What follows belongs to an exercise in optimizing a design on an open flow for small area and a short achievable clock period; a production flow would make more cautious choices. No run shown here included a check of the RTL's function; only the layout flow was run. Power is estimated from default activity; no workload was simulated.

`design/flow/flow/run.sh`:
```
#!/bin/bash
# The standard layout with its standard synthesis unchanged; the only
# difference is MATCH_CELL_FOOTPRINT=0, which lets timing repair resize cells
# to footprints other than the one synthesis chose. ORFS writes each tool's
# log under orfs/logs; make's own output goes to standard.log.
set -euo pipefail
bash standard.sh MATCH_CELL_FOOTPRINT=0 finish > standard.log 2>&1
```
`design/flow/standard.sh`:
```
#!/bin/bash
# synth_recipe.tcl (not shown) runs the flow's synth.tcl, then flattens the netlist and writes it again
# the make line also repeats each setting of config.mk as NAME=value (left out here)
make -C /OpenROAD-flow-scripts/flow DESIGN_CONFIG=/design/flow/config.mk WORK_HOME=/design/flow/orfs CLKGATE_MAP_FILE= SYNTH_SCRIPT=/design/flow/synth_recipe.tcl "${@:-finish}"
```
`design/flow/config.mk`:
```
export PLATFORM = sky130hd
export DESIGN_NAME = neural_network
export DESIGN_NICKNAME = neural_network
export VERILOG_FILES = /design/flow/design.v
export SDC_FILE = /design/flow/constraint.sdc
export NUM_CORES = 4
export LEC_CHECK = 0
export CAP_MARGIN = 20
export CORE_MARGIN = 2
export CORE_UTILIZATION = 40
export SETUP_SLACK_MARGIN = 5
export SLEW_MARGIN = 20
export SYNTH_HIERARCHICAL = 1
```
`design/flow/constraint.sdc`:
```
create_clock -name core_clock -period 9.0 [get_ports {clk}]
set_input_delay 1.8000 -clock core_clock [delete_from_list [all_inputs] [get_ports {clk}]]
set_output_delay 1.8000 -clock core_clock [all_outputs]
set_load 0.01 [all_outputs]
```
`design/flow/design.v`:
```
module machine (
    input wire clk,
    input wire reset,
    input wire changes,
    output reg st_in,
    output reg st_buff,
    output reg st_out
);
reg cur_buff, cur_out;
always @(posedge clk) begin
    if (reset) begin
        cur_buff <= 1'b0;
        cur_out <= 1'b0;
        st_in <= 1'b1;
        st_buff <= 1'b0;
        st_out <= 1'b0;
    end else begin
        if (changes) begin
            cur_buff <= ~cur_buff;
            cur_out <= cur_buff;
        end
        st_in <= ~(cur_buff | cur_out);
        st_buff <= cur_buff;
        st_out <= cur_out;
    end
end
endmodule
module shift_register_inputs (
    input wire clk,
    input wire reset,
    input wire st_in,
    input wire st_buff,
    input wire st_out,
    input wire [7:0] data_in,
    input wire [1:0] selector_output,
    input wire [7:0] s0, s1, s2, s3,
    input wire [3:0] neg_r,
    output reg [7:0] x0, x1, x2, x3,
    output reg [7:0] network_outputs
);
wire n_in = ~st_in | reset;
wire n_hold = ~st_buff | reset;
wire n_out = ~st_out | reset;
wire [3:0] kill = neg_r | {4{n_out}};
always @(posedge clk) begin
    x0 <= (~data_in | {8{n_in}}) & (x0 | {8{n_hold}}) & (~s0 | {8{kill[0]}});
    x1 <= (x0 | {8{n_in}}) & (x1 | {8{n_hold}}) & (~s1 | {8{kill[1]}});
    x2 <= (x1 | {8{n_in}}) & (x2 | {8{n_hold}}) & (~s2 | {8{kill[2]}});
    x3 <= (x2 | {8{n_in}}) & (x3 | {8{n_hold}}) & (~s3 | {8{kill[3]}});
end
always @(posedge clk) begin
    case (selector_output)
        2'd0: network_outputs <= ~x0;
        2'd1: network_outputs <= ~x1;
        2'd2: network_outputs <= ~x2;
        default: network_outputs <= ~x3;
    endcase
end
endmodule
module register_parameters (
    input wire clk,
    input wire reset,
    input wire shift,
    input wire [7:0] data_in,
    output reg [191:0] p
);
wire take = ~shift | reset;
wire keep = shift | reset;
always @(posedge clk)
    p <= ({~data_in, p[191:8]} | {192{take}}) & (p | {192{keep}});
endmodule
module perceptron(
    input [7:0] xn0,
    input [7:0] xn1,
    input [7:0] xn2,
    input [7:0] xn3,
    input [7:0] wn0,
    input [7:0] wn1,
    input [7:0] wn2,
    input [7:0] wn3,
    input [7:0] bn,
    input [7:0] thn,
    output [7:0] s,
    output neg_r
);
wire p0 = ~xn0[0] & ~wn0[0];
wire p1 = ~xn0[0] & ~wn0[1];
wire p2 = ~xn0[0] & ~wn0[2];
wire p3 = ~xn0[0] & ~wn0[3];
wire p4 = ~xn0[0] & ~wn0[4];
wire p5 = ~xn0[0] & ~wn0[5];
wire p6 = ~xn0[0] & ~wn0[6];
wire p7 = ~xn0[0] & ~wn0[7];
wire p8 = ~xn0[1] & ~wn0[0];
wire p9 = ~xn0[1] & ~wn0[1];
wire p10 = ~xn0[1] & ~wn0[2];
wire p11 = ~xn0[1] & ~wn0[3];
wire p12 = ~xn0[1] & ~wn0[4];
wire p13 = ~xn0[1] & ~wn0[5];
wire p14 = ~xn0[1] & ~wn0[6];
wire p15 = ~xn0[2] & ~wn0[0];
wire p16 = ~xn0[2] & ~wn0[1];
wire p17 = ~xn0[2] & ~wn0[2];
wire p18 = ~xn0[2] & ~wn0[3];
wire p19 = ~xn0[2] & ~wn0[4];
wire p20 = ~xn0[2] & ~wn0[5];
wire p21 = ~xn0[3] & ~wn0[0];
wire p22 = ~xn0[3] & ~wn0[1];
wire p23 = ~xn0[3] & ~wn0[2];
wire p24 = ~xn0[3] & ~wn0[3];
wire p25 = ~xn0[3] & ~wn0[4];
wire p26 = ~xn0[4] & ~wn0[0];
wire p27 = ~xn0[4] & ~wn0[1];
wire p28 = ~xn0[4] & ~wn0[2];
wire p29 = ~xn0[4] & ~wn0[3];
wire p30 = ~xn0[5] & ~wn0[0];
wire p31 = ~xn0[5] & ~wn0[1];
wire p32 = ~xn0[5] & ~wn0[2];
wire p33 = ~xn0[6] & ~wn0[0];
wire p34 = ~xn0[6] & ~wn0[1];
wire p35 = ~xn0[7] & ~wn0[0];
wire p36 = ~xn1[0] & ~wn1[0];
wire p37 = ~xn1[0] & ~wn1[1];
wire p38 = ~xn1[0] & ~wn1[2];
wire p39 = ~xn1[0] & ~wn1[3];
wire p40 = ~xn1[0] & ~wn1[4];
wire p41 = ~xn1[0] & ~wn1[5];
wire p42 = ~xn1[0] & ~wn1[6];
wire p43 = ~xn1[0] & ~wn1[7];
wire p44 = ~xn1[1] & ~wn1[0];
wire p45 = ~xn1[1] & ~wn1[1];
wire p46 = ~xn1[1] & ~wn1[2];
wire p47 = ~xn1[1] & ~wn1[3];
wire p48 = ~xn1[1] & ~wn1[4];
wire p49 = ~xn1[1] & ~wn1[5];
wire p50 = ~xn1[1] & ~wn1[6];
wire p51 = ~xn1[2] & ~wn1[0];
wire p52 = ~xn1[2] & ~wn1[1];
wire p53 = ~xn1[2] & ~wn1[2];
wire p54 = ~xn1[2] & ~wn1[3];
wire p55 = ~xn1[2] & ~wn1[4];
wire p56 = ~xn1[2] & ~wn1[5];
wire p57 = ~xn1[3] & ~wn1[0];
wire p58 = ~xn1[3] & ~wn1[1];
wire p59 = ~xn1[3] & ~wn1[2];
wire p60 = ~xn1[3] & ~wn1[3];
wire p61 = ~xn1[3] & ~wn1[4];
wire p62 = ~xn1[4] & ~wn1[0];
wire p63 = ~xn1[4] & ~wn1[1];
wire p64 = ~xn1[4] & ~wn1[2];
wire p65 = ~xn1[4] & ~wn1[3];
wire p66 = ~xn1[5] & ~wn1[0];
wire p67 = ~xn1[5] & ~wn1[1];
wire p68 = ~xn1[5] & ~wn1[2];
wire p69 = ~xn1[6] & ~wn1[0];
wire p70 = ~xn1[6] & ~wn1[1];
wire p71 = ~xn1[7] & ~wn1[0];
wire p72 = ~xn2[0] & ~wn2[0];
wire p73 = ~xn2[0] & ~wn2[1];
wire p74 = ~xn2[0] & ~wn2[2];
wire p75 = ~xn2[0] & ~wn2[3];
wire p76 = ~xn2[0] & ~wn2[4];
wire p77 = ~xn2[0] & ~wn2[5];
wire p78 = ~xn2[0] & ~wn2[6];
wire p79 = ~xn2[0] & ~wn2[7];
wire p80 = ~xn2[1] & ~wn2[0];
wire p81 = ~xn2[1] & ~wn2[1];
wire p82 = ~xn2[1] & ~wn2[2];
wire p83 = ~xn2[1] & ~wn2[3];
wire p84 = ~xn2[1] & ~wn2[4];
wire p85 = ~xn2[1] & ~wn2[5];
wire p86 = ~xn2[1] & ~wn2[6];
wire p87 = ~xn2[2] & ~wn2[0];
wire p88 = ~xn2[2] & ~wn2[1];
wire p89 = ~xn2[2] & ~wn2[2];
wire p90 = ~xn2[2] & ~wn2[3];
wire p91 = ~xn2[2] & ~wn2[4];
wire p92 = ~xn2[2] & ~wn2[5];
wire p93 = ~xn2[3] & ~wn2[0];
wire p94 = ~xn2[3] & ~wn2[1];
wire p95 = ~xn2[3] & ~wn2[2];
wire p96 = ~xn2[3] & ~wn2[3];
wire p97 = ~xn2[3] & ~wn2[4];
wire p98 = ~xn2[4] & ~wn2[0];
wire p99 = ~xn2[4] & ~wn2[1];
wire p100 = ~xn2[4] & ~wn2[2];
wire p101 = ~xn2[4] & ~wn2[3];
wire p102 = ~xn2[5] & ~wn2[0];
wire p103 = ~xn2[5] & ~wn2[1];
wire p104 = ~xn2[5] & ~wn2[2];
wire p105 = ~xn2[6] & ~wn2[0];
wire p106 = ~xn2[6] & ~wn2[1];
wire p107 = ~xn2[7] & ~wn2[0];
wire p108 = ~xn3[0] & ~wn3[0];
wire p109 = ~xn3[0] & ~wn3[1];
wire p110 = ~xn3[0] & ~wn3[2];
wire p111 = ~xn3[0] & ~wn3[3];
wire p112 = ~xn3[0] & ~wn3[4];
wire p113 = ~xn3[0] & ~wn3[5];
wire p114 = ~xn3[0] & ~wn3[6];
wire p115 = ~xn3[0] & ~wn3[7];
wire p116 = ~xn3[1] & ~wn3[0];
wire p117 = ~xn3[1] & ~wn3[1];
wire p118 = ~xn3[1] & ~wn3[2];
wire p119 = ~xn3[1] & ~wn3[3];
wire p120 = ~xn3[1] & ~wn3[4];
wire p121 = ~xn3[1] & ~wn3[5];
wire p122 = ~xn3[1] & ~wn3[6];
wire p123 = ~xn3[2] & ~wn3[0];
wire p124 = ~xn3[2] & ~wn3[1];
wire p125 = ~xn3[2] & ~wn3[2];
wire p126 = ~xn3[2] & ~wn3[3];
wire p127 = ~xn3[2] & ~wn3[4];
wire p128 = ~xn3[2] & ~wn3[5];
wire p129 = ~xn3[3] & ~wn3[0];
wire p130 = ~xn3[3] & ~wn3[1];
wire p131 = ~xn3[3] & ~wn3[2];
wire p132 = ~xn3[3] & ~wn3[3];
wire p133 = ~xn3[3] & ~wn3[4];
wire p134 = ~xn3[4] & ~wn3[0];
wire p135 = ~xn3[4] & ~wn3[1];
wire p136 = ~xn3[4] & ~wn3[2];
wire p137 = ~xn3[4] & ~wn3[3];
wire p138 = ~xn3[5] & ~wn3[0];
wire p139 = ~xn3[5] & ~wn3[1];
wire p140 = ~xn3[5] & ~wn3[2];
wire p141 = ~xn3[6] & ~wn3[0];
wire p142 = ~xn3[6] & ~wn3[1];
wire p143 = ~xn3[7] & ~wn3[0];
wire s0_144, c0_145;
csa_fa u146 (~bn[0], p0, p36, s0_144, c0_145);
wire h0_147, k0_148;
csa_ha u149 (p72, p108, h0_147, k0_148);
wire s1_150, c1_151;
csa_fa u152 (~bn[1], p1, p8, s1_150, c1_151);
wire s1_153, c1_154;
csa_fa u155 (p37, p44, p73, s1_153, c1_154);
wire s1_156, c1_157;
csa_fa u158 (p80, p109, p116, s1_156, c1_157);
wire s1_159, c1_160;
csa_fa u161 (k0_148, c0_145, s1_150, s1_159, c1_160);
wire h1_162, k1_163;
csa_ha u164 (s1_153, s1_156, h1_162, k1_163);
wire s2_165, c2_166;
csa_fa u167 (~bn[2], p2, p9, s2_165, c2_166);
wire s2_168, c2_169;
csa_fa u170 (p15, p38, p45, s2_168, c2_169);
wire s2_171, c2_172;
csa_fa u173 (p51, p74, p81, s2_171, c2_172);
wire s2_174, c2_175;
csa_fa u176 (p87, p110, p117, s2_174, c2_175);
wire s2_177, c2_178;
csa_fa u179 (p123, c1_151, c1_154, s2_177, c2_178);
wire s2_180, c2_181;
csa_fa u182 (c1_157, s2_165, s2_168, s2_180, c2_181);
wire s2_183, c2_184;
csa_fa u185 (s2_171, s2_174, k1_163, s2_183, c2_184);
wire s2_186, c2_187;
csa_fa u188 (c1_160, s2_177, s2_180, s2_186, c2_187);
wire s3_189, c3_190;
csa_fa u191 (~bn[3], p3, p10, s3_189, c3_190);
wire s3_192, c3_193;
csa_fa u194 (p16, p21, p39, s3_192, c3_193);
wire s3_195, c3_196;
csa_fa u197 (p46, p52, p57, s3_195, c3_196);
wire s3_198, c3_199;
csa_fa u200 (p75, p82, p88, s3_198, c3_199);
wire s3_201, c3_202;
csa_fa u203 (p93, p111, p118, s3_201, c3_202);
wire s3_204, c3_205;
csa_fa u206 (p124, p129, c2_166, s3_204, c3_205);
wire s3_207, c3_208;
csa_fa u209 (c2_169, c2_172, c2_175, s3_207, c3_208);
wire s3_210, c3_211;
csa_fa u212 (s3_189, s3_192, s3_195, s3_210, c3_211);
wire s3_213, c3_214;
csa_fa u215 (s3_198, s3_201, c2_178, s3_213, c3_214);
wire s3_216, c3_217;
csa_fa u218 (c2_181, s3_204, s3_207, s3_216, c3_217);
wire s3_219, c3_220;
csa_fa u221 (s3_210, c2_184, s3_213, s3_219, c3_220);
wire h3_222, k3_223;
csa_ha u224 (c2_187, s3_216, h3_222, k3_223);
wire s4_225, c4_226;
csa_fa u227 (~bn[4], p4, p11, s4_225, c4_226);
wire s4_228, c4_229;
csa_fa u230 (p17, p22, p26, s4_228, c4_229);
wire s4_231, c4_232;
csa_fa u233 (p40, p47, p53, s4_231, c4_232);
wire s4_234, c4_235;
csa_fa u236 (p58, p62, p76, s4_234, c4_235);
wire s4_237, c4_238;
csa_fa u239 (p83, p89, p94, s4_237, c4_238);
wire s4_240, c4_241;
csa_fa u242 (p98, p112, p119, s4_240, c4_241);
wire s4_243, c4_244;
csa_fa u245 (p125, p130, p134, s4_243, c4_244);
wire s4_246, c4_247;
csa_fa u248 (c3_190, c3_193, c3_196, s4_246, c4_247);
wire s4_249, c4_250;
csa_fa u251 (c3_199, c3_202, s4_225, s4_249, c4_250);
wire s4_252, c4_253;
csa_fa u254 (s4_228, s4_231, s4_234, s4_252, c4_253);
wire s4_255, c4_256;
csa_fa u257 (s4_237, s4_240, s4_243, s4_255, c4_256);
wire s4_258, c4_259;
csa_fa u260 (c3_205, c3_208, c3_211, s4_258, c4_259);
wire s4_261, c4_262;
csa_fa u263 (s4_246, s4_249, s4_252, s4_261, c4_262);
wire s4_264, c4_265;
csa_fa u266 (s4_255, c3_214, c3_217, s4_264, c4_265);
wire s4_267, c4_268;
csa_fa u269 (s4_258, s4_261, k3_223, s4_267, c4_268);
wire h4_270, k4_271;
csa_ha u272 (c3_220, s4_264, h4_270, k4_271);
wire s5_273, c5_274;
csa_fa u275 (~bn[5], p5, p12, s5_273, c5_274);
wire s5_276, c5_277;
csa_fa u278 (p18, p23, p27, s5_276, c5_277);
wire s5_279, c5_280;
csa_fa u281 (p30, p41, p48, s5_279, c5_280);
wire s5_282, c5_283;
csa_fa u284 (p54, p59, p63, s5_282, c5_283);
wire s5_285, c5_286;
csa_fa u287 (p66, p77, p84, s5_285, c5_286);
wire s5_288, c5_289;
csa_fa u290 (p90, p95, p99, s5_288, c5_289);
wire s5_291, c5_292;
csa_fa u293 (p102, p113, p120, s5_291, c5_292);
wire s5_294, c5_295;
csa_fa u296 (p126, p131, p135, s5_294, c5_295);
wire s5_297, c5_298;
csa_fa u299 (p138, c4_226, c4_229, s5_297, c5_298);
wire s5_300, c5_301;
csa_fa u302 (c4_232, c4_235, c4_238, s5_300, c5_301);
wire s5_303, c5_304;
csa_fa u305 (c4_241, c4_244, s5_273, s5_303, c5_304);
wire s5_306, c5_307;
csa_fa u308 (s5_276, s5_279, s5_282, s5_306, c5_307);
wire s5_309, c5_310;
csa_fa u311 (s5_285, s5_288, s5_291, s5_309, c5_310);
wire s5_312, c5_313;
csa_fa u314 (s5_294, c4_247, c4_250, s5_312, c5_313);
wire s5_315, c5_316;
csa_fa u317 (c4_253, c4_256, s5_297, s5_315, c5_316);
wire s5_318, c5_319;
csa_fa u320 (s5_300, s5_303, s5_306, s5_318, c5_319);
wire s5_321, c5_322;
csa_fa u323 (s5_309, c4_259, c4_262, s5_321, c5_322);
wire s5_324, c5_325;
csa_fa u326 (s5_312, s5_315, s5_318, s5_324, c5_325);
wire s5_327, c5_328;
csa_fa u329 (c4_265, s5_321, c4_268, s5_327, c5_328);
wire h5_330, k5_331;
csa_ha u332 (k4_271, s5_324, h5_330, k5_331);
wire s6_333, c6_334;
csa_fa u335 (~bn[6], p6, p13, s6_333, c6_334);
wire s6_336, c6_337;
csa_fa u338 (p19, p24, p28, s6_336, c6_337);
wire s6_339, c6_340;
csa_fa u341 (p31, p33, p42, s6_339, c6_340);
wire s6_342, c6_343;
csa_fa u344 (p49, p55, p60, s6_342, c6_343);
wire s6_345, c6_346;
csa_fa u347 (p64, p67, p69, s6_345, c6_346);
wire s6_348, c6_349;
csa_fa u350 (p78, p85, p91, s6_348, c6_349);
wire s6_351, c6_352;
csa_fa u353 (p96, p100, p103, s6_351, c6_352);
wire s6_354, c6_355;
csa_fa u356 (p105, p114, p121, s6_354, c6_355);
wire s6_357, c6_358;
csa_fa u359 (p127, p132, p136, s6_357, c6_358);
wire s6_360, c6_361;
csa_fa u362 (p139, p141, c5_274, s6_360, c6_361);
wire s6_363, c6_364;
csa_fa u365 (c5_277, c5_280, c5_283, s6_363, c6_364);
wire s6_366, c6_367;
csa_fa u368 (c5_286, c5_289, c5_292, s6_366, c6_367);
wire s6_369, c6_370;
csa_fa u371 (c5_295, s6_333, s6_336, s6_369, c6_370);
wire s6_372, c6_373;
csa_fa u374 (s6_339, s6_342, s6_345, s6_372, c6_373);
wire s6_375, c6_376;
csa_fa u377 (s6_348, s6_351, s6_354, s6_375, c6_376);
wire s6_378, c6_379;
csa_fa u380 (s6_357, c5_298, c5_301, s6_378, c6_379);
wire s6_381, c6_382;
csa_fa u383 (c5_304, c5_307, c5_310, s6_381, c6_382);
wire s6_384, c6_385;
csa_fa u386 (s6_360, s6_363, s6_366, s6_384, c6_385);
wire s6_387, c6_388;
csa_fa u389 (s6_369, s6_372, s6_375, s6_387, c6_388);
wire s6_390, c6_391;
csa_fa u392 (c5_313, c5_316, s6_378, s6_390, c6_391);
wire s6_393, c6_394;
csa_fa u395 (c5_319, s6_381, s6_384, s6_393, c6_394);
wire s6_396, c6_397;
csa_fa u398 (s6_387, c5_322, s6_390, s6_396, c6_397);
wire s6_399, c6_400;
csa_fa u401 (c5_325, s6_393, k5_331, s6_399, c6_400);
wire h6_402, k6_403;
csa_ha u404 (s6_396, c5_328, h6_402, k6_403);
wire x405 = ~bn[7] ^ p7;
wire x406 = p14 ^ p20;
wire x407 = p25 ^ p29;
wire x408 = p32 ^ p34;
wire x409 = p35 ^ p43;
wire x410 = p50 ^ p56;
wire x411 = p61 ^ p65;
wire x412 = p68 ^ p70;
wire x413 = p71 ^ p79;
wire x414 = p86 ^ p92;
wire x415 = p97 ^ p101;
wire x416 = p104 ^ p106;
wire x417 = p107 ^ p115;
wire x418 = p122 ^ p128;
wire x419 = p133 ^ p137;
wire x420 = p140 ^ p142;
wire x421 = p143 ^ x405;
wire x422 = x406 ^ x407;
wire x423 = x408 ^ x409;
wire x424 = x410 ^ x411;
wire x425 = x412 ^ x413;
wire x426 = x414 ^ x415;
wire x427 = x416 ^ x417;
wire x428 = x418 ^ x419;
wire x429 = x420 ^ c6_334;
wire x430 = c6_337 ^ c6_340;
wire x431 = c6_343 ^ c6_346;
wire x432 = c6_349 ^ c6_352;
wire x433 = c6_355 ^ c6_358;
wire x434 = x421 ^ x422;
wire x435 = x423 ^ x424;
wire x436 = x425 ^ x426;
wire x437 = x427 ^ x428;
wire x438 = x429 ^ x430;
wire x439 = x431 ^ x432;
wire x440 = x433 ^ x434;
wire x441 = x435 ^ x436;
wire x442 = x437 ^ c6_361;
wire x443 = c6_364 ^ c6_367;
wire x444 = x438 ^ x439;
wire x445 = x440 ^ x441;
wire x446 = c6_370 ^ c6_373;
wire x447 = c6_376 ^ x442;
wire x448 = x443 ^ x444;
wire x449 = x445 ^ x446;
wire x450 = x447 ^ x448;
wire x451 = c6_379 ^ c6_382;
wire x452 = c6_385 ^ x449;
wire x453 = c6_388 ^ x450;
wire x454 = x451 ^ x452;
wire x455 = x453 ^ x454;
wire x456 = c6_391 ^ c6_394;
wire x457 = x455 ^ x456;
wire x458 = c6_397 ^ x457;
wire x459 = x458 ^ c6_400;
wire x460 = k6_403 ^ x459;
wire th0_461, tk0_462;
csa_ha u463 (s0_144, h0_147, th0_461, tk0_462);
wire ts1_464, tc1_465;
csa_fa u466 (s1_159, h1_162, thn[1], ts1_464, tc1_465);
wire ts2_467, tc2_468;
csa_fa u469 (s2_183, s2_186, thn[2], ts2_467, tc2_468);
wire ts3_470, tc3_471;
csa_fa u472 (s3_219, h3_222, thn[3], ts3_470, tc3_471);
wire ts4_473, tc4_474;
csa_fa u475 (s4_267, h4_270, thn[4], ts4_473, tc4_474);
wire ts5_476, tc5_477;
csa_fa u478 (s5_327, h5_330, thn[5], ts5_476, tc5_477);
wire ts6_479, tc6_480;
csa_fa u481 (s6_399, h6_402, thn[6], ts6_479, tc6_480);
wire x482 = x460 ^ thn[7];
wire x483 = x482 ^ tc6_480;
wire [6:0] ra = {s6_399, s5_327, s4_267, s3_219, s2_183, s1_159, s0_144};
wire [6:0] rb = {h6_402, h5_330, h4_270, h3_222, s2_186, h1_162, h0_147};
wire [7:0] lo = {1'b0, ra} + {1'b0, rb};
assign s = {x460 ^ lo[7], lo[6:0]};
wire [6:0] ta = {tc5_477, tc4_474, tc3_471, tc2_468, tc1_465, tk0_462, thn[0]};
wire [6:0] tb = {ts6_479, ts5_476, ts4_473, ts3_470, ts2_467, ts1_464, th0_461};
wire [7:0] tl = {1'b0, ta} + {1'b0, tb} + 8'd1;
assign neg_r = x483 ^ tl[7];
endmodule
module csa_fa(input a, input b, input c, output s, output co);
assign s = a ^ b ^ c;
assign co = (a & b) | (a & c) | (b & c);
endmodule
module csa_ha(input a, input b, output s, output co);
assign s = a ^ b;
assign co = a & b;
endmodule
module neural_network (
    input wire clk,
    input wire reset,
    input wire changes,
    input wire [1:0] selector_output,
    input wire [7:0] data_in,
    output wire [7:0] network_outputs
);
wire st_in, st_buff, st_out;
machine machine_inst (
    .clk(clk), .reset(reset), .changes(changes),
    .st_in(st_in), .st_buff(st_buff), .st_out(st_out)
);
wire [191:0] p;
register_parameters reg_params_inst (
    .clk(clk), .reset(reset), .shift(st_buff), .data_in(data_in), .p(p)
);
wire [7:0] x0, x1, x2, x3;
wire [7:0] s0, s1, s2, s3;
wire [3:0] neg_r;
shift_register_inputs shift_reg_inst (
    .clk(clk), .reset(reset), .st_in(st_in), .st_buff(st_buff), .st_out(st_out),
    .data_in(data_in), .selector_output(selector_output),
    .s0(s0), .s1(s1), .s2(s2), .s3(s3), .neg_r(neg_r),
    .x0(x0), .x1(x1), .x2(x2), .x3(x3),
    .network_outputs(network_outputs)
);
wire [7:0] w00 = p[7:0];
wire [7:0] w01 = p[15:8];
wire [7:0] w02 = p[23:16];
wire [7:0] w03 = p[31:24];
wire [7:0] b0 = p[39:32];
wire [7:0] th0 = p[47:40];
wire [7:0] w10 = p[55:48];
wire [7:0] w11 = p[63:56];
wire [7:0] w12 = p[71:64];
wire [7:0] w13 = p[79:72];
wire [7:0] b1 = p[87:80];
wire [7:0] th1 = p[95:88];
wire [7:0] w20 = p[103:96];
wire [7:0] w21 = p[111:104];
wire [7:0] w22 = p[119:112];
wire [7:0] w23 = p[127:120];
wire [7:0] b2 = p[135:128];
wire [7:0] th2 = p[143:136];
wire [7:0] w30 = p[151:144];
wire [7:0] w31 = p[159:152];
wire [7:0] w32 = p[167:160];
wire [7:0] w33 = p[175:168];
wire [7:0] b3 = p[183:176];
wire [7:0] th3 = p[191:184];
perceptron perceptron0 (.xn0(x0), .xn1(x1), .xn2(x2), .xn3(x3), .wn0(w00), .wn1(w01), .wn2(w02), .wn3(w03), .bn(b0), .thn(th0), .s(s0), .neg_r(neg_r[0]));
perceptron perceptron1 (.xn0(x0), .xn1(x1), .xn2(x2), .xn3(x3), .wn0(w10), .wn1(w11), .wn2(w12), .wn3(w13), .bn(b1), .thn(th1), .s(s1), .neg_r(neg_r[1]));
perceptron perceptron2 (.xn0(x0), .xn1(x1), .xn2(x2), .xn3(x3), .wn0(w20), .wn1(w21), .wn2(w22), .wn3(w23), .bn(b2), .thn(th2), .s(s2), .neg_r(neg_r[2]));
perceptron perceptron3 (.xn0(x0), .xn1(x1), .xn2(x2), .xn3(x3), .wn0(w30), .wn1(w31), .wn2(w32), .wn3(w33), .bn(b3), .thn(th3), .s(s3), .neg_r(neg_r[3]));
endmodule
```
==> results.toml, run 1 <==
[placement]
globalplace.congestion = 0.901
portBuffers = 20
dp_hpwl_mm = 49.4

[detailed_routing]
avgRoutedWirePerCell_um = 25.6
first_iter_violations = 2239
drt_wl_total_mm = 78.7
drtAntennaViolNets = 0
dr.pass1.iters = 9
vias = 17635
avgViaCountPerCell = 5.74
drc = 0

[clock_tree]
clk_pin_slew_worst_paths_ns = 0.07
clock_latency_ns = 0.63
cts_buffers = 30
clkSinkCount = 237
htreeDepth = 1
cts.path.max_buffers = 3
cts_hold_buffers = 0
cts_tree = "done"
root_buffer = "clkbuf_16"

[global_route]
grt_pass1_wl_mm = 119
gr-total-overflow = 0
grt_start_max_net_pins = 97
first_global_vias = 18734
grtUsageTotal_pct = 27.9
antenna_found_initial = 2

[floorplanning]
die_w_um = 241
num_rows = 86
die_h_um = 241
die_area_um2 = 57900
start_util_pct = 40.5
fp.coreArea_um2 = 55200
ios = 21

[worst_setup_path]
cp-start-kind = "flip-flop"
r2r-start = "shift_reg_inst.x1[0]"
cp_cell_sequence = "buf_12, buf_6, nor2_4, fa_2, fa_2, fa_2, ha_4, fa_2, fa_2, fa_1, ha_4, o2111ai_2, nand4b_1, a21oi_2, xnor2_2, xnor2_2, nor3b_4, buf_6, a222oi_1"
critPathLaunch = "shift_reg_inst.x1[0]"
critPathTopFamily = "adder cells"
timing.critical_path.buf_inv = 3
crit_slowest_cell = "fa_2"
crit_path_end_kind = "flip-flop"
worst-setup-path-type = "flip-flop to flip-flop"
cp.arrival_ns = 5.91
critPathMaxFanout = 8
crit_path_frequent_cell = "fa_2"
critPathMaxStageDelay_ns = 0.58
cp.required_ns = 9.51

[sta]
rsz0062_at_grt = "true"
timing.fmax_mhz = 185
tns_ns = 0
hold_viol = 0
finalSetupViolations = 0
max_slew_margin_pct = 27.1
post-route-period-util_pct = 60.0
clock_skew_ns = 0.0382
fin_crit_ns = 5.40
hold_slack_ns = 0.478
slew_viol_final = 0
worst_pin_slew_ns = 1.09

[pwr]
power_frac_clock_pct = 32.6
power_density_nw_per_um2 = 145
intPower_mw = 2.46
ir_drop_mv = 0.179
p_leak_nw = 11.3
power.switching_mw = 1.39
seqPwrFrac_pct = 34.0
swShare_pct = 36.2
combPwrFrac_pct = 33.4

[logic_synthesis]
synth_xor_area_share_pct = 10.5
yosysMostFrequentCell = "nor2_1"
ys_async_sr_fraction_pct = 0
synth_fp_nets = 2659
synth_compound_area_share_pct = 10.5
synthTopCellsByArea = "fa_1 31%, dfxtp_1 21%, nor2_1 9.2%, xnor2_1 7.9%, a211o_1 7.2%"
yosys.area.top_type = "fa_1"
synth_top_area_share_pct = 31.5
ys_types = 33
synth_common_cells = "550 x nor2_1, 352 x fa_1, 237 x dfxtp_1"
ys_warn_count = 9
synth_edf_count = 0
synth-main-ff-cell = "dfxtp_1"
synthMuxAreaShare_pct = 0.850
synthCells = 2214
synth_fa_ha_area_share_pct = 36.0
synth_top_family_by_area = "adder cells"
syn_area_um2 = 22400
synth-simple-area-share_pct = 16.6
ys_seq_area_share_pct = 21.2
synth_seq_cells = 237
avgSynthCellArea_um2 = 10.1

[min_path]
hold_class = "flip-flop to flip-flop"
min_from = "machine_inst.cur_out"

[finish]
antennaDiodeCount = 0
finalNetCount = 2747
drive_above_1_share_pct = 20.8
area_growth_pct = 18.6

[outcome]
status = "complete, no violations"

[job]
cap_violations = 0
modules after synthesis, one instance, submodules excluded, excerpt:
module	flops+latches	cells	cell area, um2	copies in the design
shift_register_inputs	40	135	1600	1
machine	5	12	146	1
perceptron	0	261	1560	4
csa_fa	0	1	20.0	348
register_parameters	192	647	7060	1
csa_ha	0	1	12.5	28
routing by layer:
| layer | vias up | routed length (um) | GRT usage (%) | part of all wire, % |
|---|---|---|---|---|
| met3 | 300 | 8390 | 6.41 | 11 |
| li1 | 7402 | - | - | - |
| met5 | - | 13 | 0 | 0.017 |
| met1 | 8933 | 30500 | 36.4 | 39 |
| met2 | 998 | 34800 | 43.2 | 44 |
| met4 | 2 | 4980 | 14.7 | 6.3 |
power by group through the flow:
| stage | combinational, mW | sequential [mW] | clock (mW) |
|---|---|---|---|
| 2_1_floorplan | 0.776 | 1.24 | 0 |
| 3_3_place_gp | 0.920 | 1.38 | 0 |
| 3_5_place_dp | 0.945 | 1.38 | 0 |
| 4_1_cts | 1.25 | 1.30 | 1.27 |
| 5_1_grt | 1.38 | 1.31 | 1.33 |
| 6_report | 1.29 | 1.31 | 1.26 |
cells in the final DEF, fill, tap and decap left out, types with 43 or more instances in the layout:
cell type,Yosys,final
a211o_1,184,184
nor2_1,550,496
xnor2_1,201,190
inv_1,92,92
dfxtp_1,237,161
dfxtp_2,0,43
fa_1,352,282
nor2b_1,186,186
nor2_2,12,53
buf_4,12,78
xor2_1,48,47
fa_2,0,70
ha_1,80,64
buf_12,0,46
registers in the layout, indices dropped and copies added, names as in the netlist:
register / flops
reg_params_inst.p: 192
shift_reg_inst.network_outputs: 8
shift_reg_inst.x0: 8
shift_reg_inst.x1: 8
shift_reg_inst.x2: 8
shift_reg_inst.x3: 8
machine_inst.cur_buff: 1
machine_inst.cur_out: 1
machine_inst.st_buff: 1
machine_inst.st_in: 1
machine_inst.st_out: 1
final timing paths:
path                               end  slack, ns  cells past startpoint
setup reg to reg  shift_reg_inst.x3[0]       3.60                     19
hold reg to reg     machine_inst.st_in       0.48                      1
hold / removal      machine_inst.st_in       0.48                      1
setup / recovery  shift_reg_inst.x3[0]       3.60                     19
stage by stage:
stage	worst slack (ns)	area (um2)	utilization, %	instances	power [mW]
floorplan	4.06	22800	-	2214	2.01
global placement	3.16	23300	42.3	2889	2.30
detailed placement	3.07	23300	42.3	2889	2.32
CTS	3.67	26400	47.9	3072	3.82
global route	3.47	26500	48.1	3074	4.03
finish	3.60	26500	48.1	3074	3.85
cell families (layout without fill, tap and decap cells):
kind of cell | count (synthesis) | in the layout
mux | 9 | 9
compound gates | 281 | 281
xor+xnor | 257 | 257
buf+inv | 196 | 308
flops | 237 | 237
fa+ha+maj | 432 | 432
simple gates | 802 | 802
cell type report:
type	instances	area, um2
timing repair buffer	160	2000
sequential	237	4920
clock inverter	22	236
inverter	92	345
clock buffer	34	786
fill	4975	28700
multi-input combinational	1781	17300
tap	748	936
what timing repair did:
item,CTS,global route
setup buffers,125,2
gates resized for setup,152,28
setup endpoints to repair,32,32
gates cloned,2,0
endpoints found under the hold margin,0,0
pin swaps,105,30
==> run 2, diff against run 1 <==
--- a/design/flow/design.v
+++ b/design/flow/design.v
@@ -5,6 +5,16 @@
     output reg st_in,
     output reg st_buff,
-    output reg st_out
+    output reg st_out,
+    output wire n_in,
+    output wire n_hold,
+    output wire n_out,
+    output wire p_take,
+    output wire p_keep
 );
+assign n_in = ~st_in | reset;
+assign n_hold = ~st_buff | reset;
+assign n_out = ~st_out | reset;
+assign p_take = ~st_buff | reset;
+assign p_keep = st_buff | reset;
 reg cur_buff, cur_out;
 always @(posedge clk) begin
@@ -28,8 +38,7 @@
 module shift_register_inputs (
     input wire clk,
-    input wire reset,
-    input wire st_in,
-    input wire st_buff,
-    input wire st_out,
+    input wire n_in,
+    input wire n_hold,
+    input wire n_out,
     input wire [7:0] data_in,
     input wire [1:0] selector_output,
@@ -39,7 +48,4 @@
     output reg [7:0] network_outputs
 );
-wire n_in = ~st_in | reset;
-wire n_hold = ~st_buff | reset;
-wire n_out = ~st_out | reset;
 wire [3:0] kill = neg_r | {4{n_out}};
 always @(posedge clk) begin
@@ -60,11 +66,9 @@
 module register_parameters (
     input wire clk,
-    input wire reset,
-    input wire shift,
+    input wire take,
+    input wire keep,
     input wire [7:0] data_in,
     output reg [191:0] p
 );
-wire take = ~shift | reset;
-wire keep = shift | reset;
 always @(posedge clk)
     p <= ({~data_in, p[191:8]} | {192{take}}) & (p | {192{keep}});
@@ -350,136 +354,200 @@
 wire s5_324, c5_325;
 csa_fa u326 (s5_312, s5_315, s5_318, s5_324, c5_325);
-wire s5_327, c5_328;
-csa_fa u329 (c4_265, s5_321, c4_268, s5_327, c5_328);
-wire h5_330, k5_331;
-csa_ha u332 (k4_271, s5_324, h5_330, k5_331);
-wire s6_333, c6_334;
-csa_fa u335 (~bn[6], p6, p13, s6_333, c6_334);
-wire s6_336, c6_337;
-csa_fa u338 (p19, p24, p28, s6_336, c6_337);
-wire s6_339, c6_340;
-csa_fa u341 (p31, p33, p42, s6_339, c6_340);
-wire s6_342, c6_343;
-csa_fa u344 (p49, p55, p60, s6_342, c6_343);
-wire s6_345, c6_346;
-csa_fa u347 (p64, p67, p69, s6_345, c6_346);
-wire s6_348, c6_349;
-csa_fa u350 (p78, p85, p91, s6_348, c6_349);
-wire s6_351, c6_352;
-csa_fa u353 (p96, p100, p103, s6_351, c6_352);
-wire s6_354, c6_355;
-csa_fa u356 (p105, p114, p121, s6_354, c6_355);
-wire s6_357, c6_358;
-csa_fa u359 (p127, p132, p136, s6_357, c6_358);
-wire s6_360, c6_361;
-csa_fa u362 (p139, p141, c5_274, s6_360, c6_361);
-wire s6_363, c6_364;
-csa_fa u365 (c5_277, c5_280, c5_283, s6_363, c6_364);
-wire s6_366, c6_367;
-csa_fa u368 (c5_286, c5_289, c5_292, s6_366, c6_367);
-wire s6_369, c6_370;
-csa_fa u371 (c5_295, s6_333, s6_336, s6_369, c6_370);
-wire s6_372, c6_373;
-csa_fa u374 (s6_339, s6_342, s6_345, s6_372, c6_373);
-wire s6_375, c6_376;
-csa_fa u377 (s6_348, s6_351, s6_354, s6_375, c6_376);
-wire s6_378, c6_379;
-csa_fa u380 (s6_357, c5_298, c5_301, s6_378, c6_379);
-wire s6_381, c6_382;
-csa_fa u383 (c5_304, c5_307, c5_310, s6_381, c6_382);
-wire s6_384, c6_385;
-csa_fa u386 (s6_360, s6_363, s6_366, s6_384, c6_385);
-wire s6_387, c6_388;
-csa_fa u389 (s6_369, s6_372, s6_375, s6_387, c6_388);
-wire s6_390, c6_391;
-csa_fa u392 (c5_313, c5_316, s6_378, s6_390, c6_391);
-wire s6_393, c6_394;
-csa_fa u395 (c5_319, s6_381, s6_384, s6_393, c6_394);
-wire s6_396, c6_397;
-csa_fa u398 (s6_387, c5_322, s6_390, s6_396, c6_397);
-wire s6_399, c6_400;
-csa_fa u401 (c5_325, s6_393, k5_331, s6_399, c6_400);
-wire h6_402, k6_403;
-csa_ha u404 (s6_396, c5_328, h6_402, k6_403);
-wire x405 = ~bn[7] ^ p7;
-wire x406 = p14 ^ p20;
-wire x407 = p25 ^ p29;
-wire x408 = p32 ^ p34;
-wire x409 = p35 ^ p43;
-wire x410 = p50 ^ p56;
-wire x411 = p61 ^ p65;
-wire x412 = p68 ^ p70;
-wire x413 = p71 ^ p79;
-wire x414 = p86 ^ p92;
-wire x415 = p97 ^ p101;
-wire x416 = p104 ^ p106;
-wire x417 = p107 ^ p115;
-wire x418 = p122 ^ p128;
-wire x419 = p133 ^ p137;
-wire x420 = p140 ^ p142;
-wire x421 = p143 ^ x405;
-wire x422 = x406 ^ x407;
-wire x423 = x408 ^ x409;
-wire x424 = x410 ^ x411;
-wire x425 = x412 ^ x413;
-wire x426 = x414 ^ x415;
-wire x427 = x416 ^ x417;
-wire x428 = x418 ^ x419;
-wire x429 = x420 ^ c6_334;
-wire x430 = c6_337 ^ c6_340;
-wire x431 = c6_343 ^ c6_346;
-wire x432 = c6_349 ^ c6_352;
-wire x433 = c6_355 ^ c6_358;
-wire x434 = x421 ^ x422;
-wire x435 = x423 ^ x424;
-wire x436 = x425 ^ x426;
-wire x437 = x427 ^ x428;
-wire x438 = x429 ^ x430;
-wire x439 = x431 ^ x432;
-wire x440 = x433 ^ x434;
-wire x441 = x435 ^ x436;
-wire x442 = x437 ^ c6_361;
-wire x443 = c6_364 ^ c6_367;
-wire x444 = x438 ^ x439;
-wire x445 = x440 ^ x441;
-wire x446 = c6_370 ^ c6_373;
-wire x447 = c6_376 ^ x442;
-wire x448 = x443 ^ x444;
-wire x449 = x445 ^ x446;
-wire x450 = x447 ^ x448;
-wire x451 = c6_379 ^ c6_382;
-wire x452 = c6_385 ^ x449;
-wire x453 = c6_388 ^ x450;
-wire x454 = x451 ^ x452;
-wire x455 = x453 ^ x454;
-wire x456 = c6_391 ^ c6_394;
-wire x457 = x455 ^ x456;
-wire x458 = c6_397 ^ x457;
-wire x459 = x458 ^ c6_400;
-wire x460 = k6_403 ^ x459;
-wire th0_461, tk0_462;
-csa_ha u463 (s0_144, h0_147, th0_461, tk0_462);
-wire ts1_464, tc1_465;
-csa_fa u466 (s1_159, h1_162, thn[1], ts1_464, tc1_465);
-wire ts2_467, tc2_468;
-csa_fa u469 (s2_183, s2_186, thn[2], ts2_467, tc2_468);
-wire ts3_470, tc3_471;
-csa_fa u472 (s3_219, h3_222, thn[3], ts3_470, tc3_471);
-wire ts4_473, tc4_474;
-csa_fa u475 (s4_267, h4_270, thn[4], ts4_473, tc4_474);
-wire ts5_476, tc5_477;
-csa_fa u478 (s5_327, h5_330, thn[5], ts5_476, tc5_477);
-wire ts6_479, tc6_480;
-csa_fa u481 (s6_399, h6_402, thn[6], ts6_479, tc6_480);
-wire x482 = x460 ^ thn[7];
-wire x483 = x482 ^ tc6_480;
-wire [6:0] ra = {s6_399, s5_327, s4_267, s3_219, s2_183, s1_159, s0_144};
-wire [6:0] rb = {h6_402, h5_330, h4_270, h3_222, s2_186, h1_162, h0_147};
+wire s5_327;
+csa_s u328 (c4_265, s5_321, c4_268, s5_327);
+wire c5_329;
+csa_c u330 (c4_265, s5_321, c4_268, c5_329);
+wire h5_331, k5_332;
+csa_ha u333 (k4_271, s5_324, h5_331, k5_332);
+wire s6_334, c6_335;
+csa_fa u336 (~bn[6], p6, p13, s6_334, c6_335);
+wire s6_337, c6_338;
+csa_fa u339 (p19, p24, p28, s6_337, c6_338);
+wire s6_340, c6_341;
+csa_fa u342 (p31, p33, p42, s6_340, c6_341);
+wire s6_343, c6_344;
+csa_fa u345 (p49, p55, p60, s6_343, c6_344);
+wire s6_346, c6_347;
+csa_fa u348 (p64, p67, p69, s6_346, c6_347);
+wire s6_349, c6_350;
+csa_fa u351 (p78, p85, p91, s6_349, c6_350);
+wire s6_352, c6_353;
+csa_fa u354 (p96, p100, p103, s6_352, c6_353);
+wire s6_355, c6_356;
+csa_fa u357 (p105, p114, p121, s6_355, c6_356);
+wire s6_358, c6_359;
+csa_fa u360 (p127, p132, p136, s6_358, c6_359);
+wire s6_361, c6_362;
+csa_fa u363 (p139, p141, c5_274, s6_361, c6_362);
+wire s6_364, c6_365;
+csa_fa u366 (c5_277, c5_280, c5_283, s6_364, c6_365);
+wire s6_367, c6_368;
+csa_fa u369 (c5_286, c5_289, c5_292, s6_367, c6_368);
+wire s6_370, c6_371;
+csa_fa u372 (c5_295, s6_334, s6_337, s6_370, c6_371);
+wire s6_373, c6_374;
+csa_fa u375 (s6_340, s6_343, s6_346, s6_373, c6_374);
+wire s6_376, c6_377;
+csa_fa u378 (s6_349, s6_352, s6_355, s6_376, c6_377);
+wire s6_379, c6_380;
+csa_fa u381 (s6_358, c5_298, c5_301, s6_379, c6_380);
+wire s6_382, c6_383;
+csa_fa u384 (c5_304, c5_307, c5_310, s6_382, c6_383);
+wire s6_385, c6_386;
+csa_fa u387 (s6_361, s6_364, s6_367, s6_385, c6_386);
+wire s6_388, c6_389;
+csa_fa u390 (s6_370, s6_373, s6_376, s6_388, c6_389);
+wire s6_391, c6_392;
+csa_fa u393 (c5_313, c5_316, s6_379, s6_391, c6_392);
+wire s6_394, c6_395;
+csa_fa u396 (c5_319, s6_382, s6_385, s6_394, c6_395);
+wire s6_397;
+csa_s u398 (s6_388, c5_322, s6_391, s6_397);
+wire c6_399;
+csa_c u400 (s6_388, c5_322, s6_391, c6_399);
+wire s6_401;
+csa_s u402 (c5_325, s6_394, k5_332, s6_401);
+wire c6_403;
+csa_c u404 (c5_325, s6_394, k5_332, c6_403);
+wire h6_405, k6_406;
+csa_ha u407 (s6_397, c5_329, h6_405, k6_406);
+wire x408;
+csa_x u409 (~bn[7], p7, x408);
+wire x410;
+csa_x u411 (p14, p20, x410);
+wire x412;
+csa_x u413 (p25, p29, x412);
+wire x414;
+csa_x u415 (p32, p34, x414);
+wire x416;
+csa_x u417 (p35, p43, x416);
+wire x418;
+csa_x u419 (p50, p56, x418);
+wire x420;
+csa_x u421 (p61, p65, x420);
+wire x422;
+csa_x u423 (p68, p70, x422);
+wire x424;
+csa_x u425 (p71, p79, x424);
+wire x426;
+csa_x u427 (p86, p92, x426);
+wire x428;
+csa_x u429 (p97, p101, x428);
+wire x430;
+csa_x u431 (p104, p106, x430);
+wire x432;
+csa_x u433 (p107, p115, x432);
+wire x434;
+csa_x u435 (p122, p128, x434);
+wire x436;
+csa_x u437 (p133, p137, x436);
+wire x438;
+csa_x u439 (p140, p142, x438);
+wire x440;
+csa_x u441 (p143, x408, x440);
+wire x442;
+csa_x u443 (x410, x412, x442);
+wire x444;
+csa_x u445 (x414, x416, x444);
+wire x446;
+csa_x u447 (x418, x420, x446);
+wire x448;
+csa_x u449 (x422, x424, x448);
+wire x450;
+csa_x u451 (x426, x428, x450);
+wire x452;
+csa_x u453 (x430, x432, x452);
+wire x454;
+csa_x u455 (x434, x436, x454);
+wire x456;
+csa_x u457 (x438, c6_335, x456);
+wire x458;
+csa_x u459 (c6_338, c6_341, x458);
+wire x460;
+csa_x u461 (c6_344, c6_347, x460);
+wire x462;
+csa_x u463 (c6_350, c6_353, x462);
+wire x464;
+csa_x u465 (c6_356, c6_359, x464);
+wire x466;
+csa_x u467 (x440, x442, x466);
+wire x468;
+csa_x u469 (x444, x446, x468);
+wire x470;
+csa_x u471 (x448, x450, x470);
+wire x472;
+csa_x u473 (x452, x454, x472);
+wire x474;
+csa_x u475 (x456, x458, x474);
+wire x476;
+csa_x u477 (x460, x462, x476);
+wire x478;
+csa_x u479 (x464, x466, x478);
+wire x480;
+csa_x u481 (x468, x470, x480);
+wire x482;
+csa_x u483 (x472, c6_362, x482);
+wire x484;
+csa_x u485 (c6_365, c6_368, x484);
+wire x486;
+csa_x u487 (x474, x476, x486);
+wire x488;
+csa_x u489 (x478, x480, x488);
+wire x490;
+csa_x u491 (c6_371, c6_374, x490);
+wire x492;
+csa_x u493 (c6_377, x482, x492);
+wire x494;
+csa_x u495 (x484, x486, x494);
+wire x496;
+csa_x u497 (x488, x490, x496);
+wire x498;
+csa_x u499 (x492, x494, x498);
+wire x500;
+csa_x u501 (c6_380, c6_383, x500);
+wire x502;
+csa_x u503 (c6_386, x496, x502);
+wire x504;
+csa_x u505 (c6_389, x498, x504);
+wire x506;
+csa_x u507 (x500, x502, x506);
+wire x508;
+csa_x u509 (x504, x506, x508);
+wire x510;
+csa_x u511 (c6_392, c6_395, x510);
+wire x512;
+csa_x u513 (x508, x510, x512);
+wire x514;
+csa_x u515 (c6_399, x512, x514);
+wire x516;
+csa_x u517 (x514, c6_403, x516);
+wire x518;
+csa_x u519 (k6_406, x516, x518);
+wire th0_520, tk0_521;
+csa_ha u522 (s0_144, h0_147, th0_520, tk0_521);
+wire ts1_523, tc1_524;
+csa_fa u525 (s1_159, h1_162, thn[1], ts1_523, tc1_524);
+wire ts2_526, tc2_527;
+csa_fa u528 (s2_183, s2_186, thn[2], ts2_526, tc2_527);
+wire ts3_529, tc3_530;
+csa_fa u531 (s3_219, h3_222, thn[3], ts3_529, tc3_530);
+wire ts4_532, tc4_533;
+csa_fa u534 (s4_267, h4_270, thn[4], ts4_532, tc4_533);
+wire ts5_535, tc5_536;
+csa_fa u537 (s5_327, h5_331, thn[5], ts5_535, tc5_536);
+wire ts6_538, tc6_539;
+csa_fa u540 (s6_401, h6_405, thn[6], ts6_538, tc6_539);
+wire tx541;
+csa_x u542 (x518, thn[7], tx541);
+wire tx543;
+csa_x u544 (tx541, tc6_539, tx543);
+wire [6:0] ra = {s6_401, s5_327, s4_267, s3_219, s2_183, s1_159, s0_144};
+wire [6:0] rb = {h6_405, h5_331, h4_270, h3_222, s2_186, h1_162, h0_147};
 wire [7:0] lo = {1'b0, ra} + {1'b0, rb};
-assign s = {x460 ^ lo[7], lo[6:0]};
-wire [6:0] ta = {tc5_477, tc4_474, tc3_471, tc2_468, tc1_465, tk0_462, thn[0]};
-wire [6:0] tb = {ts6_479, ts5_476, ts4_473, ts3_470, ts2_467, ts1_464, th0_461};
+assign s = {x518 ^ lo[7], lo[6:0]};
+wire [6:0] ta = {tc5_536, tc4_533, tc3_530, tc2_527, tc1_524, tk0_521, thn[0]};
+wire [6:0] tb = {ts6_538, ts5_535, ts4_532, ts3_529, ts2_526, ts1_523, th0_520};
 wire [7:0] tl = {1'b0, ta} + {1'b0, tb} + 8'd1;
-assign neg_r = x483 ^ tl[7];
+assign neg_r = tx543 ^ tl[7];
 endmodule
 module csa_fa(input a, input b, input c, output s, output co);
@@ -491,4 +559,13 @@
 assign co = a & b;
 endmodule
+module csa_x(input a, input b, output s);
+assign s = a ^ b;
+endmodule
+module csa_s(input a, input b, input c, output s);
+assign s = a ^ b ^ c;
+endmodule
+module csa_c(input a, input b, input c, output co);
+assign co = (a & b) | (a & c) | (b & c);
+endmodule
 module neural_network (
     input wire clk,
@@ -500,11 +577,13 @@
 );
 wire st_in, st_buff, st_out;
+wire n_in, n_hold, n_out, p_take, p_keep;
 machine machine_inst (
     .clk(clk), .reset(reset), .changes(changes),
-    .st_in(st_in), .st_buff(st_buff), .st_out(st_out)
+    .st_in(st_in), .st_buff(st_buff), .st_out(st_out),
+    .n_in(n_in), .n_hold(n_hold), .n_out(n_out), .p_take(p_take), .p_keep(p_keep)
 );
 wire [191:0] p;
 register_parameters reg_params_inst (
-    .clk(clk), .reset(reset), .shift(st_buff), .data_in(data_in), .p(p)
+    .clk(clk), .take(p_take), .keep(p_keep), .data_in(data_in), .p(p)
 );
 wire [7:0] x0, x1, x2, x3;
@@ -512,5 +591,5 @@
 wire [3:0] neg_r;
 shift_register_inputs shift_reg_inst (
-    .clk(clk), .reset(reset), .st_in(st_in), .st_buff(st_buff), .st_out(st_out),
+    .clk(clk), .n_in(n_in), .n_hold(n_hold), .n_out(n_out),
     .data_in(data_in), .selector_output(selector_output),
     .s0(s0), .s1(s1), .s2(s2), .s3(s3), .neg_r(neg_r),
==> design/flow/run.sh (new file) <==
#!/bin/bash
# synth_recipe.tcl (not shown) runs the flow's synth.tcl, then flattens the netlist and writes it again
# the make line also repeats each setting of config.mk as NAME=value (left out here)
make -C /OpenROAD-flow-scripts/flow DESIGN_CONFIG=/design/flow/config.mk WORK_HOME=/design/flow/orfs CLKGATE_MAP_FILE= SYNTH_SCRIPT=/design/flow/synth_recipe.tcl finish
--- a/design/flow/config.mk
+++ b/design/flow/config.mk
@@ -9,5 +9,5 @@
 export CORE_MARGIN = 2
 export CORE_UTILIZATION = 40
-export SETUP_SLACK_MARGIN = 5
+export SETUP_SLACK_MARGIN = 4.5
 export SLEW_MARGIN = 20
 export SYNTH_HIERARCHICAL = 1
removed: design/flow/flow/run.sh
removed: design/flow/standard.sh
==> results.toml, run 2 <==
[outcome]
status = "complete, no violations"

[worst_setup_path]
cp_cell_sequence = "buf_12, nor2_2, fa_1, fa_1, fa_1, fa_1, xor3_1, ha_4, fa_1, ha_4, nand4_1, a211oi_2, a2111oi_4, xnor2_1, nor2_2, buf_6, a21oi_1"
critPathMaxStageDelay_ns = 0.53
cp.arrival_ns = 5.74
r2r-start = "shift_reg_inst.x1[0]"
cp-start-kind = "flip-flop"
crit_path_end_kind = "flip-flop"
r2r_setup_slack_ns = 3.76
worst-setup-path-type = "flip-flop to flip-flop"
r2r_end = "shift_reg_inst.x1[3]"
crit_slowest_cell = "fa_1"
ff2ff_path_depth = 17
cp.required_ns = 9.50
critPathMaxFanout = 6
crit_path_frequent_cell = "fa_1"
critPathLaunch = "shift_reg_inst.x1[0]"

[logic_synthesis]
synth_fa_ha_area_share_pct = 37.6
synthCells = 2057
synth-main-ff-cell = "dfxtp_1"
synthMuxAreaShare_pct = 0.899
synth_top_area_share_pct = 32.2
syn_area_um2 = 21100
ys_seq_area_share_pct = 22.4
synthTopCellsByArea = "fa_1 32%, dfxtp_1 22%, nor2_1 11%, xor2_1 9.8%, o22a_1 7.6%"
synth_common_cells = "622 x nor2_1, 340 x fa_1, 237 x dfxtp_1"
synth_xor_area_share_pct = 11.8
synth_seq_cells = 237
synth_edf_count = 0
ys_async_sr_fraction_pct = 0
synth_fp_nets = 2490
yosys.area.top_type = "fa_1"
yosysMostFrequentCell = "nor2_1"
synth_top_family_by_area = "adder cells"
avgSynthCellArea_um2 = 10.3
ys_types = 38
synth-simple-area-share_pct = 12.1
synth_compound_area_share_pct = 11.7
ys_warn_count = 9

[min_path]
hold_class = "flip-flop to flip-flop"
holdPathStages = 1
worstHoldEndpoint = "machine_inst.st_in"
min_from = "machine_inst.cur_out"

[clock_tree]
root_buffer = "clkbuf_16"
cts.path.max_buffers = 3
cts_buffers = 28
cts_tree = "done"
clock_latency_ns = 0.58
clk_pin_slew_worst_paths_ns = 0.06
htreeDepth = 1
clkSinkCount = 237
cts_hold_buffers = 0

[detailed_routing]
vias = 16875
dr.pass1.iters = 6
avgRoutedWirePerCell_um = 25.5
first_iter_violations = 1628
drtAntennaViolNets = 0
drt_wl_total_mm = 74.1
drc = 0
avgViaCountPerCell = 5.80

[floorplanning]
die_area_um2 = 54700
num_rows = 84
ios = 21
die_h_um = 234
die_w_um = 234
start_util_pct = 40.3
fp.coreArea_um2 = 52400

[pwr]
p_leak_nw = 12.1
ir_drop_mv = 0.160
power_density_nw_per_um2 = 101

[placement]
place_area_um2 = 22000
globalplace.congestion = 0.891
place_inst = 2689
place_ws_ns = 3.29
portBuffers = 20
dp_hpwl_mm = 44.3

[global_route]
grt_start_max_net_pins = 96
antenna_found_initial = 3
met1_usage_pct = 37.0
met3_usage_pct = 5.76
grtUsageTotal_pct = 27.5
gr-total-overflow = 0
top_usage_layer = "met2"
grt_use_met2_pct = 42.6
grt_pass1_wl_mm = 111
first_global_vias = 17648

[sta]
fin_ws_ns = 3.76
fin_crit_ns = 5.24
post-route-period-util_pct = 58.2
worst_pin_slew_ns = 1.03
max_slew_margin_pct = 31.0
timing.fmax_mhz = 191
finalSetupViolations = 0
tns_ns = 0
hold_viol = 0
clock_skew_ns = 0.0122
rsz0062_at_grt = "true"
slew_viol_final = 0

[finish]
finalNetCount = 2628
drive_above_1_share_pct = 25.2
area_growth_pct = 22.7
fill_cells = 4600
largest_reg_flops = 192
layout_commonest_cell = "nor2_1"
most-common-layout-cells = "558 x nor2_1, 239 x fa_1, 236 x xor2_1, 184 x o22a_1, 155 x dfxtp_1"
regMostFlops = "reg_params_inst.p"
finalInstanceArea_um2 = 26000
finalNonFillerCells = 2908

[job]
cap_violations = 0
[run 2: cell count changes after synthesis, sizes merged, moves of 20 or more]
cell and delta:
o22a +184, nor2 +44, xor2 +188, a222oi -32, inv -30, xnor2 -188, a211o -184, a21oi +20
nor2b -178, o22ai +24, buf -30
[run 2: area by class of cell]
type | count | area (um2) | share of cell area, %
multi-input combinational | 1675 | 16500 | 63.5
sequential | 237 | 4920 | 19.0
timing repair buffer | 191 | 2430 | 9.38
tap | 688 | 861 | 3.32
clock buffer | 38 | 852 | 3.28
inverter | 62 | 233 | 0.897
clock inverter | 14 | 160 | 0.617
antenna | 3 | 7.51 | 0.0289
[run 2: kinds of logic (layout without fill, tap and decap cells)]
group,Yosys count,after routing
flops,237,237
simple gates,660,660
other cells,0,3
buf+inv,145,305
fa+ha+maj,432,432
compound gates,309,309
xor+xnor,265,265
mux,9,9
[run 2: power breakdown]
group | leakage (nW) | internal (mW) | total [mW] | switching (mW)
combinational | 9.69 | 0.125 | 0.287 | 0.163
sequential | 1.90 | 1.06 | 1.09 | 0.0330
clock | 0.495 | 0.747 | 1.24 | 0.488
[run 2: how the worst max path moves through the flow]
stage / slack [ns] / cells past startpoint / end
final: 3.76 / 17 / shift_reg_inst.x1[3]
after global routing: 3.60 / 16 / shift_reg_inst.x1[3]
after CTS: 3.79 / 18 / shift_reg_inst.x1[3]
after detailed placement: 3.29 / 16 / shift_reg_inst.x1[7]
after global placement: 3.37 / 16 / shift_reg_inst.x3[6]
after floorplan: 4.18 / 17 / shift_reg_inst.x1[6]
[run 2: per-module statistics from Yosys, one instance, submodules excluded, excerpt]
| module | cells | area, um2 |
|---|---|---|
| csa_c | 1 | 11.3 |
| csa_fa | 1 | 20.0 |
| csa_ha | 1 | 12.5 |
| csa_s | 1 | 23.8 |
| csa_x | 1 | 8.76 |
| machine | 17 | 179 |
| perceptron | 213 | 1040 |
| register_parameters | 435 | 5850 |
| shift_register_inputs | 133 | 1450 |
[run 2: what timing repair did]
| item | 4_1_cts | 5_1_grt |
|---|---|---|
| resized for setup | 254 | 56 |
| endpoints found under the setup margin | 32 | 32 |
| buffers inserted | 150 | 10 |
| pin swaps | 74 | 44 |
| gates cloned | 3 | 0 |
[run 2: stage by stage]
step	hold WS (ns)	total power [mW]	util, %
5_1_grt	0.500	2.68	49.5
4_1_cts	0.456	2.62	48.9
3_3_place_gp	0.442	1.26	41.9
2_1_floorplan	0.419	1.20	-
3_5_place_dp	0.447	1.26	41.9
6_report	0.454	2.61	49.5
[run 2: worst max-delay path: cells and delay by family (launching register included)]
family / cells / cell delay, ns
flip-flops: 1 / 0.41
adder cells (fa/ha/maj): 7 / 2.98
buffers and inverters: 2 / 0.35
AND/OR/NAND/NOR: 3 / 0.24
AO/OA/AOI/OAI: 3 / 0.51
XOR/XNOR: 2 / 0.66
[run 2: per-layer routing]
metal  vias up  wire length, um
li1       7119                -
met1      8595            29900
met2       934            32900
met3       225             7330
met4         2             3930
met5         -               13

==> separate check: timing with driven ports <==
Ports are ideal in the flow. The routed layouts listed here were re-timed in OpenROAD.
Step 1: set_driving_cell puts a clkbuf_16 on clk and a buf_2 on each other input, an assumption about the parent block.
Step 2 times the ports against the registers' clock, not the clock port: input delays grow and output delays shrink by t, the midpoint of the rising clock arrivals with the driver on.
a / b / c = no drivers / after step 1 / after step 2; a / b = the first two.
run	shift t [ns]	setup WS [ns]	worst setup path after step 2	worst data-port slew with drivers (ns)	pins driven straight from the clock port
run 1	0.667	3.596 / 3.596 / 3.596	register to register	0.07	1
run 2	0.631	3.759 / 3.759 / 3.759	register to register	0.04	1
After both steps setup and hold are still met in every run listed.
